Background: an optimization exercise with open tools, aiming at small area and a short achievable clock period. Do not read the settings as production practice. Where RTL was checked, it was by simulation tests only, not by an equivalence proof against the original. The RTL of run 1 was laid out without a check of its function. No activity file was given, so power comes from the tool's default toggle rates.

## flow/design.v (module list and top-level ports; edited modules follow where they fit)
// module my_fir: 2505 lines
// module fa_: 4 lines
// module anb_: 3 lines
// module ha_: 4 lines
// module or2_: 3 lines
// module orn_: 3 lines
// module x2_: 3 lines
module my_fir
#(parameter F=10)
(
input logic                clk,
input logic                rst,
input logic signed  [15:0] filter_in,
output logic signed [31:0] filter_out
    );
  // ...
==> flow/run.sh <==
#!/bin/bash
# synth_recipe.tcl (not shown) runs the flow's synth.tcl, then flattens the netlist and writes it again
# the make line also repeats each setting of config.mk as NAME=value (left out here)
make -C /OpenROAD-flow-scripts/flow DESIGN_CONFIG=/design/flow/config.mk WORK_HOME=/design/flow/orfs CLKGATE_MAP_FILE= SYNTH_SCRIPT=/design/flow/synth_recipe.tcl finish
==> flow/config.mk <==
export PLATFORM = sky130hd
export DESIGN_NAME = my_fir
export DESIGN_NICKNAME = my_fir
export VERILOG_FILES = /design/flow/design.v
export SDC_FILE = /design/flow/constraint.sdc
export NUM_CORES = 4
export LEC_CHECK = 0
export ABC_CLOCK_PERIOD_IN_PS = 2600
export CAP_MARGIN = 20
export CORE_MARGIN = 2
export CORE_UTILIZATION = 60
export CTS_CLUSTER_DIAMETER = 80
export CTS_CLUSTER_SIZE = 18
export PLACE_DENSITY = 0.75
export SETUP_SLACK_MARGIN = 3.6
export SLEW_MARGIN = 20
export SYNTH_HIERARCHICAL = 1
==> flow/constraint.sdc <==
create_clock -name core_clock -period 6.5 [get_ports {clk}]
set_input_delay 1.3000 -clock core_clock [delete_from_list [all_inputs] [get_ports {clk}]]
set_output_delay 1.3000 -clock core_clock [all_outputs]
set_load 0.01 [all_outputs]
==> reports/metrics.yaml, run 1 <==
synth_top_cell_area_share_pct: 44.6
run_status: "no timing/DRC/antenna violations"
clkTransAtPathRegs_ns: 0.08
n_all_inverters: 262
endpoint: "pr5[16]"
cp_num_cells: 11
grt_max_degree: 129
setup_viol: 0
postSynthAreaPerCell_um2: 16.3
antenna_found_initial: 5
total_power_mw: 24.3
ctsResizeCount: 142
wl_per_cell_um: 31.9
dieArea_um2: 62900
ir_drop_uv: 395
timing.rr.start: "d[2][0]"
routed_wl_um: 103000
design.core.area_um2: 60400
endpoint_kind: "flop"
dpl_worst_slack_ns: 3.04
p_sw_mw: 10.6
synthCells: 2250
startpoint: "d[2][0]"
use_met1_pct: 51.9
grt_use_total_pct: 34.9
tightest_slew_ns: 0.958
yosys-top-cells-count: "fa_1 (727), dfrtp_1 (652), inv_1 (261)"
critPathMostFrequentCell: "a21o_1"
clk-power_mw: 2.95
switching_share_pct: 43.5
internal_power_mw: 13.7
holdPathEnd: "d[7][13]"
leakage_nw: 17.8
numCtsBuffers: 47
combinationalPower_mw: 14.3
layout_commonest_cell: "fa_1"
p_per_area_nw_per_um2: 599
start_util_pct: 60.6
hpwlAfterDp_um: 79600
critPathTopFamily: "compound AO/OA/AOI/OAI gates"
post-synth-top-count-cell: "fa_1"
grt_overflow_total: 0
ant_nets: 0
synth-simple-area-share_pct: 2.44
crit_buf_inv: 1
==> inputs of run 2 (changes only) <==
--- a/flow/design.v
+++ b/flow/design.v
@@ -890,31 +890,36 @@
     h_4373 <= ~g4303;
     h_4374 <= ~g4310;
     h_4375 <= g4314;
     h_4376 <= ~g4311;
     h_4377 <= ~g4315;
     h_4378 <= g4318;
     h_4379 <= ~g4319;
     h_4380 <= g4322;
-    q <= acc_[31:10];
+    q <= acc_[21:0];
   end
 wire [15:0] x0 = d[15];
 wire [15:0] x1 = d[14];
 wire [15:0] x2 = d[1];
 wire [15:0] x3 = d[13];
-wire [16:0] pr4_d = {d[1][15], d[1]} + {d[11][15], d[11]};
+wire [16:0] pr4_d;
+padd_ upr4_d (d[1], d[11], pr4_d);
 logic [16:0] pr4;
-wire [16:0] pr5_d = {d[2][15], d[2]} + {d[10][15], d[10]};
+wire [16:0] pr5_d;
+padd_ upr5_d (d[2], d[10], pr5_d);
 logic [16:0] pr5;
-wire [16:0] pr6_d = {d[3][15], d[3]} + {d[9][15], d[9]};
+wire [16:0] pr6_d;
+padd_ upr6_d (d[3], d[9], pr6_d);
 logic [16:0] pr6;
-wire [16:0] pr7_d = {d[4][15], d[4]} + {d[8][15], d[8]};
+wire [16:0] pr7_d;
+padd_ upr7_d (d[4], d[8], pr7_d);
 logic [16:0] pr7;
-wire [16:0] pr8_d = {d[5][15], d[5]} + {d[7][15], d[7]};
+wire [16:0] pr8_d;
+padd_ upr8_d (d[5], d[7], pr8_d);
 logic [16:0] pr8;
 wire [15:0] x9 = d[7];
 wire g739;
 x2_ ug739 (pr6[0], pr8[0], g739);
 wire g740;
 or2_ ug740 (pr6[0], pr8[0], g740);
 wire s743, c744;
 fa_ us743 (x0[0], pr5[0], x9[0], s743, c744);
@@ -2495,17 +2500,18 @@
 wire g4318;
 x2_ ug4318 (r1_3804, r1_3805, g4318);
 wire g4319;
 orn_ ug4319 (r1_3804, r1_3805, g4319);
 wire g4322;
 x2_ ug4322 (r1_3806, r1_3807, g4322);
 wire g4323;
 orn_ ug4323 (r1_3806, r1_3807, g4323);
-wire [31:0] acc_ = {~h_4379, ~h_4377, h_4375, ~h_4374, h_4372, ~h_4370, ~h_4369, h_4367, ~h_4365, ~h_4364, ~h_4362, ~h_4360, ~h_4359, ~h_4357, h_4355, h_4353, h_4351, ~h_4349, ~h_4348, h_4346, ~h_4344, h_4342, h_4340, ~h_4338, ~h_4336, ~h_4335, h_4333, ~h_4332, ~h_4330, ~h_4328, ~h_4327, ~h_4325} + {h_4380, h_4378, ~h_4376, 1'b0, ~h_4373, h_4371, 1'b0, ~h_4368, h_4366, 1'b0, h_4363, h_4361, 1'b0, h_4358, ~h_4356, ~h_4354, ~h_4352, h_4350, 1'b0, ~h_4347, h_4345, ~h_4343, ~h_4341, h_4339, h_4337, 1'b0, ~h_4334, 1'b0, h_4331, h_4329, 1'b0, ~h_4326};
+wire [21:0] acc_;
+cpa_ ucpa_ ({h_4380, h_4378, h_4376, h_4373, h_4371, h_4368, h_4366, h_4363, h_4361, h_4358, h_4356, h_4354, h_4352, h_4350, h_4347, h_4345, h_4343, h_4341, h_4339, h_4337, h_4334, h_4331, h_4329, h_4326, h_4379, h_4377, h_4375, h_4374, h_4372, h_4370, h_4369, h_4367, h_4365, h_4364, h_4362, h_4360, h_4359, h_4357, h_4355, h_4353, h_4351, h_4349, h_4348, h_4346, h_4344, h_4342, h_4340, h_4338, h_4336, h_4335, h_4333, h_4332, h_4330, h_4328, h_4327, h_4325}, acc_);
 assign filter_out = {{10{q[21]}}, q};
 endmodule
 module fa_ (input logic a, input logic b, input logic c, output logic s, output logic co);
 assign s = a ^ b ^ c;
 assign co = (a & b) | (a & c) | (b & c);
 endmodule
 module anb_ (input logic a, input logic b, output logic y);
 assign y = ~a & b;
@@ -2515,11 +2521,236 @@
 assign co = a & b;
 endmodule
 module or2_ (input logic a, input logic b, output logic y);
 assign y = a | b;
 endmodule
 module orn_ (input logic a, input logic b, output logic y);
 assign y = ~a | b;
 endmodule
+module padd_ (input logic [15:0] a, input logic [15:0] b, output logic [16:0] p);
+wire p__g0_0 = a[0] & b[0];
+wire p__p0_0 = a[0] ^ b[0];
+wire p__g1_1 = a[1] & b[1];
+wire p__p1_1 = a[1] ^ b[1];
+wire p__g2_2 = a[2] & b[2];
+wire p__p2_2 = a[2] ^ b[2];
+wire p__g3_3 = a[3] & b[3];
+wire p__p3_3 = a[3] ^ b[3];
+wire p__g4_4 = a[4] & b[4];
+wire p__p4_4 = a[4] ^ b[4];
+wire p__g5_5 = a[5] & b[5];
+wire p__p5_5 = a[5] ^ b[5];
+wire p__g6_6 = a[6] & b[6];
+wire p__p6_6 = a[6] ^ b[6];
+wire p__g7_7 = a[7] & b[7];
+wire p__p7_7 = a[7] ^ b[7];
+wire p__g8_8 = a[8] & b[8];
+wire p__p8_8 = a[8] ^ b[8];
+wire p__g9_9 = a[9] & b[9];
+wire p__p9_9 = a[9] ^ b[9];
+wire p__g10_10 = a[10] & b[10];
+wire p__p10_10 = a[10] ^ b[10];
+wire p__g11_11 = a[11] & b[11];
+wire p__p11_11 = a[11] ^ b[11];
+wire p__g12_12 = a[12] & b[12];
+wire p__p12_12 = a[12] ^ b[12];
+wire p__g13_13 = a[13] & b[13];
+wire p__p13_13 = a[13] ^ b[13];
+wire p__g14_14 = a[14] & b[14];
+wire p__p14_14 = a[14] ^ b[14];
+wire p__g15_15 = a[15] & b[15];
+wire p__p15_15 = a[15] ^ b[15];
+wire p__g16_16 = a[15] & b[15];
+wire p__p16_16 = a[15] ^ b[15];
+wire p__g1_0 = p__g1_1 | (p__p1_1 & p__g0_0);
+wire p__g3_2 = p__g3_3 | (p__p3_3 & p__g2_2);
+wire p__p3_2 = p__p3_3 & p__p2_2;
+wire p__g5_4 = p__g5_5 | (p__p5_5 & p__g4_4);
+wire p__p5_4 = p__p5_5 & p__p4_4;
+wire p__g7_6 = p__g7_7 | (p__p7_7 & p__g6_6);
+wire p__p7_6 = p__p7_7 & p__p6_6;
+wire p__g9_8 = p__g9_9 | (p__p9_9 & p__g8_8);
+wire p__p9_8 = p__p9_9 & p__p8_8;
+wire p__g11_10 = p__g11_11 | (p__p11_11 & p__g10_10);
+wire p__p11_10 = p__p11_11 & p__p10_10;
+wire p__g13_12 = p__g13_13 | (p__p13_13 & p__g12_12);
+wire p__p13_12 = p__p13_13 & p__p12_12;
+wire p__g15_14 = p__g15_15 | (p__p15_15 & p__g14_14);
+wire p__p15_14 = p__p15_15 & p__p14_14;
+wire p__g3_0 = p__g3_2 | (p__p3_2 & p__g1_0);
+wire p__g7_4 = p__g7_6 | (p__p7_6 & p__g5_4);
+wire p__p7_4 = p__p7_6 & p__p5_4;
+wire p__g11_8 = p__g11_10 | (p__p11_10 & p__g9_8);
+wire p__p11_8 = p__p11_10 & p__p9_8;
+wire p__g15_12 = p__g15_14 | (p__p15_14 & p__g13_12);
+wire p__p15_12 = p__p15_14 & p__p13_12;
+wire p__g7_0 = p__g7_4 | (p__p7_4 & p__g3_0);
+wire p__g15_8 = p__g15_12 | (p__p15_12 & p__g11_8);
+wire p__p15_8 = p__p15_12 & p__p11_8;
+wire p__g15_0 = p__g15_8 | (p__p15_8 & p__g7_0);
+wire p__g11_0 = p__g11_8 | (p__p11_8 & p__g7_0);
+wire p__g5_0 = p__g5_4 | (p__p5_4 & p__g3_0);
+wire p__g9_0 = p__g9_8 | (p__p9_8 & p__g7_0);
+wire p__g13_0 = p__g13_12 | (p__p13_12 & p__g11_0);
+wire p__g2_0 = p__g2_2 | (p__p2_2 & p__g1_0);
+wire p__g4_0 = p__g4_4 | (p__p4_4 & p__g3_0);
+wire p__g6_0 = p__g6_6 | (p__p6_6 & p__g5_0);
+wire p__g8_0 = p__g8_8 | (p__p8_8 & p__g7_0);
+wire p__g10_0 = p__g10_10 | (p__p10_10 & p__g9_0);
+wire p__g12_0 = p__g12_12 | (p__p12_12 & p__g11_0);
+wire p__g14_0 = p__g14_14 | (p__p14_14 & p__g13_0);
+wire p__g16_0 = p__g16_16 | (p__p16_16 & p__g15_0);
+assign p = {p__p16_16 ^ p__g15_0, p__p15_15 ^ p__g14_0, p__p14_14 ^ p__g13_0, p__p13_13 ^ p__g12_0, p__p12_12 ^ p__g11_0, p__p11_11 ^ p__g10_0, p__p10_10 ^ p__g9_0, p__p9_9 ^ p__g8_0, p__p8_8 ^ p__g7_0, p__p7_7 ^ p__g6_0, p__p6_6 ^ p__g5_0, p__p5_5 ^ p__g4_0, p__p4_4 ^ p__g3_0, p__p3_3 ^ p__g2_0, p__p2_2 ^ p__g1_0, p__p1_1 ^ p__g0_0, p__p0_0};
+endmodule
 module x2_ (input logic a, input logic b, output logic y);
 assign y = a ^ b;
 endmodule
+module cpa_ (input logic [55:0] i, output logic [21:0] y);
+wire g0_0 = ~i[0] & ~i[32];
+wire p0_0 = ~i[0] ^ ~i[32];
+wire g1_1 = ~i[1] & 1'b0;
+wire p1_1 = ~i[1] ^ 1'b0;
+wire g2_2 = ~i[2] & i[33];
+wire p2_2 = ~i[2] ^ i[33];
+wire g3_3 = ~i[3] & i[34];
+wire p3_3 = ~i[3] ^ i[34];
+wire g4_4 = ~i[4] & 1'b0;
+wire p4_4 = ~i[4] ^ 1'b0;
+wire g5_5 = i[5] & ~i[35];
+wire p5_5 = i[5] ^ ~i[35];
+wire g6_6 = ~i[6] & 1'b0;
+wire p6_6 = ~i[6] ^ 1'b0;
+wire g7_7 = ~i[7] & i[36];
+wire p7_7 = ~i[7] ^ i[36];
+wire g8_8 = ~i[8] & i[37];
+wire p8_8 = ~i[8] ^ i[37];
+wire g9_9 = i[9] & ~i[38];
+wire p9_9 = i[9] ^ ~i[38];
+wire g10_10 = i[10] & ~i[39];
+wire p10_10 = i[10] ^ ~i[39];
+wire g11_11 = ~i[11] & i[40];
+wire p11_11 = ~i[11] ^ i[40];
+wire g12_12 = i[12] & ~i[41];
+wire p12_12 = i[12] ^ ~i[41];
+wire g13_13 = ~i[13] & 1'b0;
+wire p13_13 = ~i[13] ^ 1'b0;
+wire g14_14 = ~i[14] & i[42];
+wire p14_14 = ~i[14] ^ i[42];
+wire g15_15 = i[15] & ~i[43];
+wire p15_15 = i[15] ^ ~i[43];
+wire g16_16 = i[16] & ~i[44];
+wire p16_16 = i[16] ^ ~i[44];
+wire g17_17 = i[17] & ~i[45];
+wire p17_17 = i[17] ^ ~i[45];
+wire g18_18 = ~i[18] & i[46];
+wire p18_18 = ~i[18] ^ i[46];
+wire g19_19 = ~i[19] & 1'b0;
+wire p19_19 = ~i[19] ^ 1'b0;
+wire g20_20 = ~i[20] & i[47];
+wire p20_20 = ~i[20] ^ i[47];
+wire g21_21 = ~i[21] & i[48];
+wire p21_21 = ~i[21] ^ i[48];
+wire g22_22 = ~i[22] & 1'b0;
+wire p22_22 = ~i[22] ^ 1'b0;
+wire g23_23 = ~i[23] & i[49];
+wire p23_23 = ~i[23] ^ i[49];
+wire g24_24 = i[24] & ~i[50];
+wire p24_24 = i[24] ^ ~i[50];
+wire g25_25 = ~i[25] & 1'b0;
+wire p25_25 = ~i[25] ^ 1'b0;
+wire g26_26 = ~i[26] & i[51];
+wire p26_26 = ~i[26] ^ i[51];
+wire g27_27 = i[27] & ~i[52];
+wire p27_27 = i[27] ^ ~i[52];
+wire g28_28 = ~i[28] & 1'b0;
+wire p28_28 = ~i[28] ^ 1'b0;
+wire g29_29 = i[29] & ~i[53];
+wire p29_29 = i[29] ^ ~i[53];
+wire g30_30 = ~i[30] & i[54];
+wire p30_30 = ~i[30] ^ i[54];
+wire g31_31 = ~i[31] & i[55];
+wire p31_31 = ~i[31] ^ i[55];
+wire g1_0 = g1_1 | (p1_1 & g0_0);
+wire g3_2 = g3_3 | (p3_3 & g2_2);
+wire p3_2 = p3_3 & p2_2;
+wire g5_4 = g5_5 | (p5_5 & g4_4);
+wire p5_4 = p5_5 & p4_4;
+wire g7_6 = g7_7 | (p7_7 & g6_6);
+wire p7_6 = p7_7 & p6_6;
+wire g9_8 = g9_9 | (p9_9 & g8_8);
+wire p9_8 = p9_9 & p8_8;
+wire g11_10 = g11_11 | (p11_11 & g10_10);
+wire p11_10 = p11_11 & p10_10;
+wire g13_12 = g13_13 | (p13_13 & g12_12);
+wire p13_12 = p13_13 & p12_12;
+wire g15_14 = g15_15 | (p15_15 & g14_14);
+wire p15_14 = p15_15 & p14_14;
+wire g17_16 = g17_17 | (p17_17 & g16_16);
+wire p17_16 = p17_17 & p16_16;
+wire g19_18 = g19_19 | (p19_19 & g18_18);
+wire p19_18 = p19_19 & p18_18;
+wire g21_20 = g21_21 | (p21_21 & g20_20);
+wire p21_20 = p21_21 & p20_20;
+wire g23_22 = g23_23 | (p23_23 & g22_22);
+wire p23_22 = p23_23 & p22_22;
+wire g25_24 = g25_25 | (p25_25 & g24_24);
+wire p25_24 = p25_25 & p24_24;
+wire g27_26 = g27_27 | (p27_27 & g26_26);
+wire p27_26 = p27_27 & p26_26;
+wire g29_28 = g29_29 | (p29_29 & g28_28);
+wire p29_28 = p29_29 & p28_28;
+wire g31_30 = g31_31 | (p31_31 & g30_30);
+wire p31_30 = p31_31 & p30_30;
+wire g3_0 = g3_2 | (p3_2 & g1_0);
+wire g7_4 = g7_6 | (p7_6 & g5_4);
+wire p7_4 = p7_6 & p5_4;
+wire g11_8 = g11_10 | (p11_10 & g9_8);
+wire p11_8 = p11_10 & p9_8;
+wire g15_12 = g15_14 | (p15_14 & g13_12);
+wire p15_12 = p15_14 & p13_12;
+wire g19_16 = g19_18 | (p19_18 & g17_16);
+wire p19_16 = p19_18 & p17_16;
+wire g23_20 = g23_22 | (p23_22 & g21_20);
+wire p23_20 = p23_22 & p21_20;
+wire g27_24 = g27_26 | (p27_26 & g25_24);
+wire p27_24 = p27_26 & p25_24;
+wire g31_28 = g31_30 | (p31_30 & g29_28);
+wire p31_28 = p31_30 & p29_28;
+wire g7_0 = g7_4 | (p7_4 & g3_0);
+wire g15_8 = g15_12 | (p15_12 & g11_8);
+wire p15_8 = p15_12 & p11_8;
+wire g23_16 = g23_20 | (p23_20 & g19_16);
+wire p23_16 = p23_20 & p19_16;
+wire g31_24 = g31_28 | (p31_28 & g27_24);
+wire p31_24 = p31_28 & p27_24;
+wire g15_0 = g15_8 | (p15_8 & g7_0);
+wire g31_16 = g31_24 | (p31_24 & g23_16);
+wire p31_16 = p31_24 & p23_16;
+wire g31_0 = g31_16 | (p31_16 & g15_0);
+wire g23_0 = g23_16 | (p23_16 & g15_0);
+wire g11_0 = g11_8 | (p11_8 & g7_0);
+wire g19_0 = g19_16 | (p19_16 & g15_0);
+wire g27_0 = g27_24 | (p27_24 & g23_0);
+wire g5_0 = g5_4 | (p5_4 & g3_0);
+wire g9_0 = g9_8 | (p9_8 & g7_0);
+wire g13_0 = g13_12 | (p13_12 & g11_0);
+wire g17_0 = g17_16 | (p17_16 & g15_0);
+wire g21_0 = g21_20 | (p21_20 & g19_0);
+wire g25_0 = g25_24 | (p25_24 & g23_0);
+wire g29_0 = g29_28 | (p29_28 & g27_0);
+wire g2_0 = g2_2 | (p2_2 & g1_0);
+wire g4_0 = g4_4 | (p4_4 & g3_0);
+wire g6_0 = g6_6 | (p6_6 & g5_0);
+wire g8_0 = g8_8 | (p8_8 & g7_0);
+wire g10_0 = g10_10 | (p10_10 & g9_0);
+wire g12_0 = g12_12 | (p12_12 & g11_0);
+wire g14_0 = g14_14 | (p14_14 & g13_0);
+wire g16_0 = g16_16 | (p16_16 & g15_0);
+wire g18_0 = g18_18 | (p18_18 & g17_0);
+wire g20_0 = g20_20 | (p20_20 & g19_0);
+wire g22_0 = g22_22 | (p22_22 & g21_0);
+wire g24_0 = g24_24 | (p24_24 & g23_0);
+wire g26_0 = g26_26 | (p26_26 & g25_0);
+wire g28_0 = g28_28 | (p28_28 & g27_0);
+wire g30_0 = g30_30 | (p30_30 & g29_0);
+assign y = {p31_31 ^ g30_0, p30_30 ^ g29_0, p29_29 ^ g28_0, p28_28 ^ g27_0, p27_27 ^ g26_0, p26_26 ^ g25_0, p25_25 ^ g24_0, p24_24 ^ g23_0, p23_23 ^ g22_0, p22_22 ^ g21_0, p21_21 ^ g20_0, p20_20 ^ g19_0, p19_19 ^ g18_0, p18_18 ^ g17_0, p17_17 ^ g16_0, p16_16 ^ g15_0, p15_15 ^ g14_0, p14_14 ^ g13_0, p13_13 ^ g12_0, p12_12 ^ g11_0, p11_11 ^ g10_0, p10_10 ^ g9_0};
+endmodule
--- a/flow/config.mk
+++ b/flow/config.mk
@@ -7,11 +7,11 @@
 export LEC_CHECK = 0
 export ABC_CLOCK_PERIOD_IN_PS = 2600
 export CAP_MARGIN = 20
 export CORE_MARGIN = 2
 export CORE_UTILIZATION = 60
 export CTS_CLUSTER_DIAMETER = 80
 export CTS_CLUSTER_SIZE = 18
 export PLACE_DENSITY = 0.75
-export SETUP_SLACK_MARGIN = 3.6
+export SETUP_SLACK_MARGIN = 3.7
 export SLEW_MARGIN = 20
 export SYNTH_HIERARCHICAL = 1
==> reports/metrics.yaml, run 2 <==
fp.dieW_um: 251  # about the same
power.share.combinational_pct: 58.9  # was 58.8%
fin_area_um2: 41000  # was 40600 um^2
post_dp_cell_area_um2: 38100  # about the same
grt_overflow_total: 0  # unchanged
syn_area_um2: 36600  # about the same
final-max-slew-violation-count: 0  # unchanged
drv_cap: 0  # unchanged
grt_use_total_pct: 33.9  # was 34.9%
reg2reg_to: "r0_3070"  # was pr5[16]
min_path_type: "flop to flop"  # unchanged
drc_errors: 0  # unchanged
min_from: "d[12][10]"  # was d[6][13]
start_kind: "flop"  # unchanged
final_util_pct: 68.0  # was 67.2%
holdPathEnd: "d[13][10]"  # was d[7][13]
routed_wl_um: 99600  # was 103000 um
yosys_warnings: 9  # was 8
leakage_nw: 18.1  # was 17.8 nW
final_cells: 3193  # was 3219
min_period_ns: 2.85  # was 2.93 ns
num_rows: 90  # unchanged
cts_buffer_depth: 3  # unchanged
place.gp.congestion: 1.04  # was 0.994
hold_viol: 0  # unchanged
antenna_found_initial: 3  # was 5
cts_tree: "built"  # unchanged
first_iter_violations: 1893  # was 1465
crit_arrival_ns: 3.35  # was 3.49 ns
postSynthAreaPerCell_um2: 16.7  # was 16.3 um^2
design.core.area_um2: 60400  # unchanged
numCtsBuffers: 46  # was 47
yosys-top-cells-count: "fa_1 (771), dfrtp_1 (652), inv_1 (323)"  # was fa_1 (727), dfrtp_1 (652), inv_1 (261)
area_growth_pct: 12.2  # was 11.0%
r2r_cells: 7  # was 11
finalClockSkew_ns: 0.0302  # was 0.0331 ns
switching_share_pct: 43.0  # was 43.5%
endpoint_kind: "flop"  # unchanged
placedCellCount: 3010  # was 3082
p_per_area_nw_per_um2: 582  # was 599 nW/um^2
grt_pass1_wl_um: 146000  # was 149000 um
finalNetCount: 3287  # was 3271
cts_sinks: 652  # unchanged
layout-drive-gt1-share_pct: 17.6  # was 12.4%
fin_crit_sh_pct: 43.9  # was 45.0%
via_per_inst: 5.74  # was 5.83
die_y_um: 251  # about the same
grt_pass1_vias: 21174  # was 21406
regMostFlops: "d"  # unchanged
synthArstFlopShare_pct: 100  # unchanged
first_pass_iters: 5  # was 6
syn-num-nets: 3074  # was 3100
tightest_slew_ns: 0.888  # was 0.958 ns
yosysSeqAreaShare_pct: 44.6  # about the same
timing.rr.start: "pr7[7]"  # was d[2][0]
clock_latency_ns: 0.62  # was 0.64 ns
top_regs: "d (256), q (22)"  # unchanged
crit_required_ns: 7.00  # was 7.06 ns
synth_top_cell_area_share_pct: 44.6  # about the same
dieArea_um2: 62900  # about the same
max_freq_ghz: 0.351  # was 0.342 GHz
synthCells: 2184  # was 2250
wl_per_cell_um: 31.2  # was 31.9 um
layout_common_cells: "fa_1 (715), dfrtp_1 (520), inv_1 (317)"  # was fa_1 (713), dfrtp_1 (535), inv_1 (259)
ir_drop_uv: 380  # was 395 uV
crit_fanout: 3  # was 2
layout_commonest_cell: "fa_1"  # unchanged
reg2reg_slack_ns: 3.65  # was 3.57 ns
synth.area.top_cells: "dfrtp_1 (45%), fa_1 (42%), ha_1 (3.5%), inv_1 (3.3%), xor2_1 (1.4%)"  # was dfrtp_1 (45%), fa_1 (40%), ha_1 (3.6%), inv_1 (2.7%), xor2_1 (1.6%)
post-synth-top-count-cell: "fa_1"  # unchanged
clkTransAtPathRegs_ns: 0.08  # about the same
cts_root_buf: "clkbuf_16"  # unchanged
start_util_pct: 60.6  # about the same
fin_hold_ws_ns: 0.343  # was 0.338 ns
hpwlAfterDp_um: 78200  # was 79600 um
h-tree-depth: 2  # unchanged
port_buffers: 49  # unchanged
synth_top_area_cell: "dfrtp_1"  # unchanged
grt_max_degree: 163  # was 129
ios: 50  # unchanged
clock_power_share_pct: 11.7  # was 12.1%
max_slew_margin_pct: 40.8  # was 36.1%
path_class: "flop to flop"  # unchanged
whs_path_depth: 0  # unchanged
ant_nets: 0  # unchanged
setup_viol: 0  # unchanged
seq_power_share_pct: 29.4  # was 29.1%
synthFlopType: "dfrtp_1"  # unchanged
internal_power_mw: 13.6  # was 13.7 mW
ys_types: 44  # was 56
rsz0062_at_grt: "true"  # unchanged
ys_seq_elements: 652  # unchanged
n_antenna_cell: 0  # unchanged
synth_edf_count: 0  # unchanged
p_sw_mw: 10.3  # was 10.6 mW
run_status: "no timing/DRC/antenna violations"  # unchanged
via_count: 18329  # was 18780
largest_reg_flops: 256  # unchanged
-- run 2: changes by cell type in the layout (fill, tap and decap cells not counted), sizes merged, moves of 12 or more --
cell / before / now
a21o: 46 / 8
inv: 265 / 329
xnor2: 57 / 22
nand2b: 13 / 32
fa: 727 / 771
a21oi: 67 / 39
o211ai: 4 / 20
clkdlybuf4s50: 38 / 19
nor2: 46 / 18
nand3: 14 / 2
buf: 82 / 131
o21bai: 19 / 0
dlygate4sd2: 5 / 21
-- run 2: what timing repair did --
action                     4_1_cts  5_1_grt
gates resized for setup        198       89
setup endpoints to repair      175       66
pin swaps                       19       36
hold buffers                     0        0
setup buffers                   65       56
hold endpoints to repair         0        0
-- run 2: worst max path at each step --
stage / start / to / cells past startpoint
2_1_floorplan: rst / d[0][0] / 1
3_3_place_gp: rst / r0_3138 / 3
3_5_place_dp: rst / r0_3141 / 3
4_1_cts: pr5[9] / r0_3070 / 5
5_1_grt: pr7[7] / r0_3070 / 7
6_report: pr7[7] / r0_3070 / 7
-- run 2: through the flow --
step	total power [mW]	setup TNS (ns)	worst slack (ns)
after CTS	23.8	0	3.66
after detailed placement	20.8	0	3.31
after floorplan	15.6	-2419.30	-3.71
after global routing	26.2	0	3.60
after global placement	20.2	0	3.35
final	23.9	0	3.65
-- run 2: power by group through the flow --
stage	sequential (mW)	combinational (mW)	clock, mW
after floorplan	6.61	8.94	0
after global placement	7.10	13.1	0
after detailed placement	7.15	13.7	0
after CTS	7.03	13.9	2.85
after global routing	7.15	16.1	3.02
final	7.03	14.1	2.79
-- run 2: per-module statistics from Yosys (local to each module, per instance), a selection --
module  cell area (um^2)  times used  flops+latches
orn_                6.26           7              0
my_fir             17200           1            652
anb_                13.8           1              0
fa_                 20.0         722              0
padd_                669           5              0
cpa_                1030           1              0
or2_                6.26          25              0
-- run 2: kinds of logic (layout without fill, tap and decap cells) --
| group | after synthesis | in the layout | share of synthesized area (%) |
|---|---|---|---|
| adders and majority gates | 872 | 872 | 45.7 |
| xor gates and xnor gates | 81 | 81 | 1.94 |
| AOI/OAI and AO/OA | 116 | 116 | 2.21 |
| buffers and inverters | 339 | 566 | 3.63 |
| and+or+nand+nor | 124 | 124 | 1.95 |
| DFF | 652 | 652 | 44.6 |
-- run 2: final cells by class --
| class | count | area [um^2] |
|---|---|---|
| fill | 4029 | 19300 |
| multi-input combinational | 1193 | 19200 |
| sequential | 652 | 16600 |
| timing repair buffer | 180 | 1740 |
| inverter | 324 | 1220 |
| clock buffer | 50 | 1210 |
| tap | 782 | 978 |
| clock inverter | 12 | 134 |
-- run 2: worst max-delay path, cell delays in order, from the launching register on --
cell	delay, ns
dfrtp_2	0.48
fa_1	0.56
inv_1	0.06
fa_1	0.55
inv_1	0.08
fa_1	0.48
fa_1	0.49
inv_1	0.03
-- run 2: routing by layer --
metal  GRT usage (%)  vias to the layer above  share of wire [%]
met5               0                        -                  0
met4            8.59                        0                2.7
met3            11.4                      162                 11
met2            50.3                      886                 46
met1            49.7                    10268                 40
li1                -                     7013                  -
==> inputs of run 3 (changes only) <==
--- a/flow/config.mk
+++ b/flow/config.mk
@@ -12,6 +12,6 @@
 export CTS_CLUSTER_DIAMETER = 80
 export CTS_CLUSTER_SIZE = 18
 export PLACE_DENSITY = 0.75
-export SETUP_SLACK_MARGIN = 3.7
+export SETUP_SLACK_MARGIN = 3.6
 export SLEW_MARGIN = 20
 export SYNTH_HIERARCHICAL = 1
==> reports/metrics.yaml, run 3 <==
dieArea_um2: 62900  # unchanged
cpMaxStageDelayCell: "dfrtp_1"  # was fa_1
top_regs: "d (256), q (22)"  # unchanged
grt_pass1_wl_um: 145000  # was 146000 um
endpoint_kind: "flop"  # unchanged
synthCells: 2184  # unchanged
final_util_pct: 66.6  # was 68.0%
crit_required_ns: 6.97  # was 7.00 ns
cts_root_buf: "clkbuf_16"  # unchanged
clock_latency_ns: 0.62  # about the same
holdBufCountCts: 0  # unchanged
ant_nets: 0  # unchanged
via_per_inst: 5.77  # was 5.74
r2r_cells: 4  # was 7
min_path_type: "flop to flop"  # unchanged
die_y_um: 251  # unchanged
wl_per_cell_um: 31.4  # was 31.2 um
syn_area_um2: 36600  # unchanged
first_iter_violations: 1908  # was 1893
tns_ns: 0  # unchanged
fin_crit_sh_pct: 44.3  # was 43.9%
final-max-slew-violation-count: 0  # unchanged
numCtsBuffers: 46  # unchanged
fin_area_um2: 40200  # was 41000 um^2
finalNetCount: 3226  # was 3287
grt_use_total_pct: 33.6  # was 33.9%
grt_pass1_vias: 20886  # was 21174
critPathMostFrequentCell: "fa_1"  # unchanged
yosys-top-cells-count: "fa_1 (771), dfrtp_1 (652), inv_1 (323)"  # unchanged
antenna_found_initial: 6  # was 3
place.gp.congestion: 1.04  # unchanged
final_cells: 3134  # was 3193
design.core.area_um2: 60400  # unchanged
leakage_nw: 17.7  # was 18.1 nW
routed_wl_um: 98500  # was 99600 um
max_slew_margin_pct: 40.7  # was 40.8%
start_kind: "flop"  # unchanged
yosys_warnings: 9  # unchanged
path_class: "flop to flop"  # unchanged
hpwlAfterDp_um: 78200  # unchanged
whs_path_depth: 0  # unchanged
synth.area.top_cells: "dfrtp_1 (45%), fa_1 (42%), ha_1 (3.5%), inv_1 (3.3%), xor2_1 (1.4%)"  # unchanged
synth_top_cell_area_share_pct: 44.6  # unchanged
post-synth-top-count-cell: "fa_1"  # unchanged
cts_sinks: 652  # unchanged
run_status: "no timing/DRC/antenna violations"  # unchanged
p_per_area_nw_per_um2: 586  # was 582 nW/um^2
ios: 50  # unchanged
start_util_pct: 60.6  # unchanged
dpl_worst_slack_ns: 3.31  # unchanged
cts_tree: "built"  # unchanged
rsz0062_at_grt: "true"  # unchanged
via_count: 18073  # was 18329
synthFlopType: "dfrtp_1"  # unchanged
total_power_mw: 23.6  # was 23.9 mW
drv_cap: 0  # unchanged
first_pass_iters: 5  # unchanged
max_freq_ghz: 0.348  # was 0.351 GHz
largest_reg_flops: 256  # unchanged
layout_common_cells: "fa_1 (767), dfrtp_1 (534), inv_1 (321)"  # was fa_1 (715), dfrtp_1 (520), inv_1 (317)
ys_types: 44  # unchanged
grt_max_degree: 163  # unchanged
grt_overflow_total: 0  # unchanged
synth_top_area_cell: "dfrtp_1"  # unchanged
gr-usage-met3_pct: 11.3  # was 11.4%
cpPeakStageDelay_ns: 0.72  # was 0.56 ns
port_buffers: 49  # unchanged
layout-drive-gt1-share_pct: 12.2  # was 17.6%
tightest_slew_ns: 0.889  # was 0.888 ns
use_met1_pct: 49.5  # was 49.7%
setup_viol: 0  # unchanged
fin_hold_ws_ns: 0.344  # was 0.343 ns
ys_seq_elements: 652  # unchanged
area_growth_pct: 9.87  # was 12.2%
regMostFlops: "d"  # unchanged
finalClockSkew_ns: 0.0262  # was 0.0302 ns
placedCellCount: 3010  # unchanged
fin_ws_ns: 3.62  # was 3.65 ns
synthArstFlopShare_pct: 100  # unchanged
postSynthAreaPerCell_um2: 16.7  # unchanged
cts_buffer_depth: 3  # unchanged
ir_drop_uv: 376  # was 380 uV
h-tree-depth: 2  # unchanged
drc_errors: 0  # unchanged
num_rows: 90  # unchanged
worstPathCellList: "fa_1 > fa_1 > fa_1 > fa_1"  # was fa_1 > inv_1 > fa_1 > inv_1 > fa_1 > fa_1 > inv_1
fp.dieW_um: 251  # unchanged
busiest_layer: "met2"  # unchanged
post_dp_cell_area_um2: 38100  # unchanged
use_met2_pct: 49.6  # was 50.3%
clkTransAtPathRegs_ns: 0.08  # about the same
crit_fanout: 5  # was 3
hold_viol: 0  # unchanged
synth_edf_count: 0  # unchanged
min_period_ns: 2.88  # was 2.85 ns
layout_commonest_cell: "fa_1"  # unchanged
yosysSeqAreaShare_pct: 44.6  # unchanged
crit_arrival_ns: 3.34  # was 3.35 ns
syn-num-nets: 3074  # unchanged
[run 3: path summary, 6_finish.rpt]
check | start | to | slack [ns]
max in group asynchronous | rst | pr7[4] | 3.98
worst min-delay path | d[12][12] | d[13][12] | 0.34
min in group asynchronous | rst | r1_3771 | 1.20
worst max register to register | pr6[1] | r0_3016 | 3.62
worst max-delay path | pr6[1] | r0_3016 | 3.62
worst min register to register | d[12][12] | d[13][12] | 0.34
[run 3: what timing repair did]
action | 4_1_cts | 5_1_grt
setup buffers | 5 | 55
endpoints found under the setup margin | 135 | 40
hold endpoints to repair | 0 | 0
gates resized for setup | 115 | 47
pin swaps | 2 | 8
[run 3: metal layers]
| layer | vias to the layer above | wire length (um) | share of wire [%] |
|---|---|---|---|
| met2 | 845 | 45300 | 46 |
| li1 | 6901 | - | - |
| met4 | 4 | 2640 | 2.7 |
| met1 | 10148 | 39800 | 40 |
| met3 | 175 | 10700 | 11 |
| met5 | - | 22 | 0.022 |
[run 3: report_power, final]
part,internal (mW),switching (mW)
Sequential,5.76,1.30
Combinational,6.29,7.42
Clock,1.35,1.44
Total,13.4,10.2
[run 3: worst max-delay path: cells and delay by family (launching register included)]
kind / cells / cell delay [ns]
fa+ha+maj: 4 / 2.01
flops: 1 / 0.72
[run 3: logic make-up after synthesis]
group / synth area share, %
and+or+nand+nor: 1.95
xor gates and xnor gates: 1.94
buffers and inverters: 3.63
AOI/OAI and AO/OA: 2.21
adders and majority gates: 45.7
DFF: 44.6
[run 3: modules after synthesis (local to each module, per instance), a selection]
module	flops+latches	cells inside	copies in the design	area (um^2)
cpa_	0	131	1	1030
fa_	0	1	722	20.0
ha_	0	1	3	12.5
my_fir	652	876	1	17200
or2_	0	1	25	6.26
x2_	0	1	34	8.76
[run 3: area by class of cell]
cell class | count | area, um^2
antenna | 2 | 5.00
clock buffer | 50 | 1210
clock inverter | 12 | 134
fill | 4101 | 20200
inverter | 324 | 1220
multi-input combinational | 1193 | 19000
sequential | 652 | 16500
tap | 782 | 978
timing repair buffer | 119 | 1160

## afterwards: timing with drivers on the ports
The flow's constraints put no driver on any port. The routed layouts listed below were extracted and timed again, unchanged, in two steps. Step 1: set_driving_cell puts a clkbuf_16 on clk and a buf_2 on each other input, an assumption about the parent block. Step 2 adds t to the input delays and takes it off the output delays; t is the mean of the earliest and latest rising clock arrival at the registers after step 1. Input paths then give back, and output paths get back, about the clock's delay inside the block. Three values: no drivers, after step 1, after step 2; two values: the first two.
run	t (ns)	slack for setup (ns)	worst setup path after step 2	worst register clock-pin slew, ns	worst data-port slew with drivers (ns)
run 1	0.692	3.573 / 3.573 / 3.216	input, reset recovery	0.08 / 0.08	0.04
run 2	0.664	3.647 / 3.647 / 3.358	input, reset recovery	0.08 / 0.08	0.04
run 3	0.665	3.624 / 3.617 / 3.356	input, reset recovery	0.08 / 0.08	0.04
After both steps setup and hold are still met in every run listed. The setup slack of run 1, which loses most, moves by 0.000 ns with the drivers and by -0.357 ns with both steps. The worst setup slack also covers recovery checks on asynchronous resets.
